This design comes from an exercise in tuning for small area on the open sky130 flow, not from production work.
Only simulation tests tie the RTL to the original design; equivalence was not proved.

==> inputs of amber <==
Design CORDIC_Rotation_top, start of the top module:
module CORDIC_Rotation_top #(
        parameter DATA_WIDTH = 16,
        parameter CORDIC_WIDTH = 22,
        parameter ANGLE_WIDTH = 16,
        parameter CORDIC_STAGES = 16
    ) (
        input clk,
        input nreset,
        input enable_in,
        input angle_microRot_n,
        input signed [DATA_WIDTH-1:0] x_in,
        input signed [DATA_WIDTH-1:0] y_in,
        input signed [ANGLE_WIDTH-1:0] angle_in,
        input [CORDIC_STAGES-1:0] microRot_dir_in,
        input microRot_vld,
        input [1:0] quad_in,
        output signed [DATA_WIDTH-1:0] x_out,
        output signed [DATA_WIDTH-1:0] y_out,
        output output_valid_o,
        output rot_active_o
    );
    localparam W = 22;
    wire [1:0] quad = angle_microRot_n ? angle_in[15:14] : {quad_in[1], quad_in[1] ^ quad_in[0]};
    wire       neg  = quad[1] ^ quad[0];
    wire       dir0 = angle_microRot_n ? angle_in[14] : (microRot_dir_in[0] ^ quad[0]);
    wire [15:0] xq, yq;
    quad_chk qc (.x_in(x_in), .y_in(y_in), .neg(neg), .x_out(xq), .y_out(yq));
    wire [15:0] x1, y1;
    rot_block_first_stage s0 (.x_in(xq), .y_in(yq), .dir(dir0), .x_out(x1), .y_out(y1));
    wire [13:0] r0 = {angle_microRot_n ? ~angle_in[13] : quad[0], angle_in[12:0]};
    reg [16:1] v;
    reg        v17, v18;
    always @(posedge clk or negedge nreset) begin
        if (~nreset) begin
            v   <= 16'd0;
            v17 <= 1'b0;
            v18 <= 1'b0;
        end else begin
            v   <= {v[15:1], enable_in};
            v17 <= v[16];
            v18 <= v17;
        end
    end
  ...
==> module rot_block_last_stage, before the edit <==
module rot_block_last_stage #(
        parameter WI = 14,
        parameter WO = 14,
        parameter [15:0] ATAN = 16'h0
    ) (
        input  [WI-1:0] r_in,
        output [WO-1:0] r_out
    );
    wire [WO-1:0] ri = r_in[WO-1:0];
    wire [WO-1:0] at = ATAN[WO-1:0];
    assign r_out = r_in[WI-1] ? ri + at : ri - at;
endmodule
clock: 10.0 ns
lec_check: 0
cap_margin: 20
core_margin: 2
core_utilization: 60
cts_buf_list: sky130_fd_sc_hd__clkbuf_8
cts_cluster_diameter: 70
cts_cluster_size: 16
place_density: 0.75
slew_margin: 20
synth_hierarchical: 1
run.sh (not shown) runs the stock make flow with config.mk's settings and CLKGATE_MAP_FILE= SYNTH_SCRIPT=/design/flow/synth_recipe.tcl, a recipe that flattens the netlist after the stock synthesis.
==> inputs of ember, as changes to amber <==
--- a/flow/design.v
+++ b/flow/design.v
@@ -125,5 +125,28 @@
     );
+    function integer lsb1(input [15:0] v);
+        integer n;
+        begin
+            lsb1 = 16;
+            for (n = 15; n >= 0; n = n - 1)
+                if (v[n]) lsb1 = n;
+        end
+    endfunction
+    localparam Z = lsb1(ATAN);
+    wire          s  = r_in[WI-1];
     wire [WO-1:0] ri = r_in[WO-1:0];
-    wire [WO-1:0] at = ATAN[WO-1:0];
-    assign r_out = r_in[WI-1] ? ri + at : ri - at;
+    wire [WO-1:0] b  = ATAN[WO-1:0] ^ {WO{~s}};
+    wire [WO:0]   c;
+    assign c[Z] = ~s;
+    genvar j;
+    generate
+        for (j = 0; j < WO; j = j + 1) begin : bitj
+            if (j < Z) begin : pass
+                assign r_out[j] = ri[j];
+            end else if (j == WO - 1) begin : top
+                assign r_out[j] = ri[j] ^ b[j] ^ c[j];
+            end else begin : full
+                fa_cell f (.a(ri[j]), .b(b[j]), .c(c[j]), .s(r_out[j]), .co(c[j+1]));
+            end
+        end
+    endgenerate
 endmodule
==> flow/flow/run.sh (new file) <==
#!/bin/bash
set -o pipefail
CTS="-sink_clustering_enable -repair_clock_nets -sink_clustering_size 16 -sink_clustering_max_diameter 70 -buf_list sky130_fd_sc_hd__clkbuf_8 -dont_use_dummy_load"
bash standard.sh \
    BUFFER_PORTS_ARGS="-buffer_cell sky130_fd_sc_hd__buf_1" \
    CTS_ARGS="$CTS" \
    RECOVER_POWER=100 \
    POST_GLOBAL_ROUTE_TCL="$PWD/flow/post_grt.tcl" \
    finish > standard_flow.log 2>&1
==> flow/flow/post_grt.tcl (new file) <==
# After the power recovery at the end of global routing: repair max slew / max capacitance /
# fanout again (the recovery may have downsized drivers of high-fanout nets such as the
# reset), then re-route the changed nets and rewrite the route guides.
global_route -start_incremental
repair_design_helper
detailed_placement
global_route -end_incremental
estimate_parasitics -global_routing
write_guides $::env(RESULTS_DIR)/route.guide
==> flow/standard.sh (new file) <==
#!/bin/bash
# synth_recipe.tcl (not shown) runs the flow's synth.tcl, then flattens the netlist and writes it again
# the make line also repeats each setting of config.mk as NAME=value (left out here)
make -C /OpenROAD-flow-scripts/flow DESIGN_CONFIG=/design/flow/config.mk WORK_HOME=/design/flow/orfs CLKGATE_MAP_FILE= SYNTH_SCRIPT=/design/flow/synth_recipe.tcl "${@:-finish}"
Settings changed: CORE_UTILIZATION 60 to 80, PLACE_DENSITY 0.75 to 0.88.
removed: flow/run.sh
==> impl_metrics.ini <==
[run_status]
status = timing/DRC/antenna clean

[layout]
nFillCells = 2755
layout_common_cells = fa_1 (868), dfxtp_1 (804), xnor2_1 (287)

[logic_synthesis]
netlist_area_sq_mm = 0.0444

[worst_setup_path]
crit_buf_inv = 2
(the above is from ember)
==> impl_metrics.ini <==
[logic_synthesis]
netlist_area_sq_mm = 0.0459

[layout]
nFillCells = 5397
layout_common_cells = dfxtp_1 (804), fa_1 (794), xnor2_1 (337)
diodes = 1

[run_status]
status = timing/DRC/antenna clean

[worst_setup_path]
crit_buf_inv = 1

[routing]
final_antenna_net_count = 0
(the above is from amber)

==> separate check: timing with driven ports <==
Ports are ideal in the flow. The routed layouts listed here were re-timed in OpenROAD. Step 1 assumes that a clkbuf_16 drives the clock port and a buf_2 every other input. Step 2 times the ports against the registers' clock, not the clock port: input delays grow and output delays shrink by t, the midpoint of the rising clock arrivals with the driver on. a / b / c = ideal ports / drivers / drivers and shift; a / b = the first two.
run | shift t [ns] | slack for setup (ns) | clock arrival spread, ns
amber | 0.734 | 0.154 / 0.192 / -0.542 | 0.042 / 0.042
ember | 0.751 | 0.312 / 0.340 / -0.411 | 0.052 / 0.052
Met with ideal ports but missed after step 2: setup timing in amber and ember. The setup slack of ember, which loses most, moves by +0.028 ns with the drivers and by -0.723 ns with both steps.
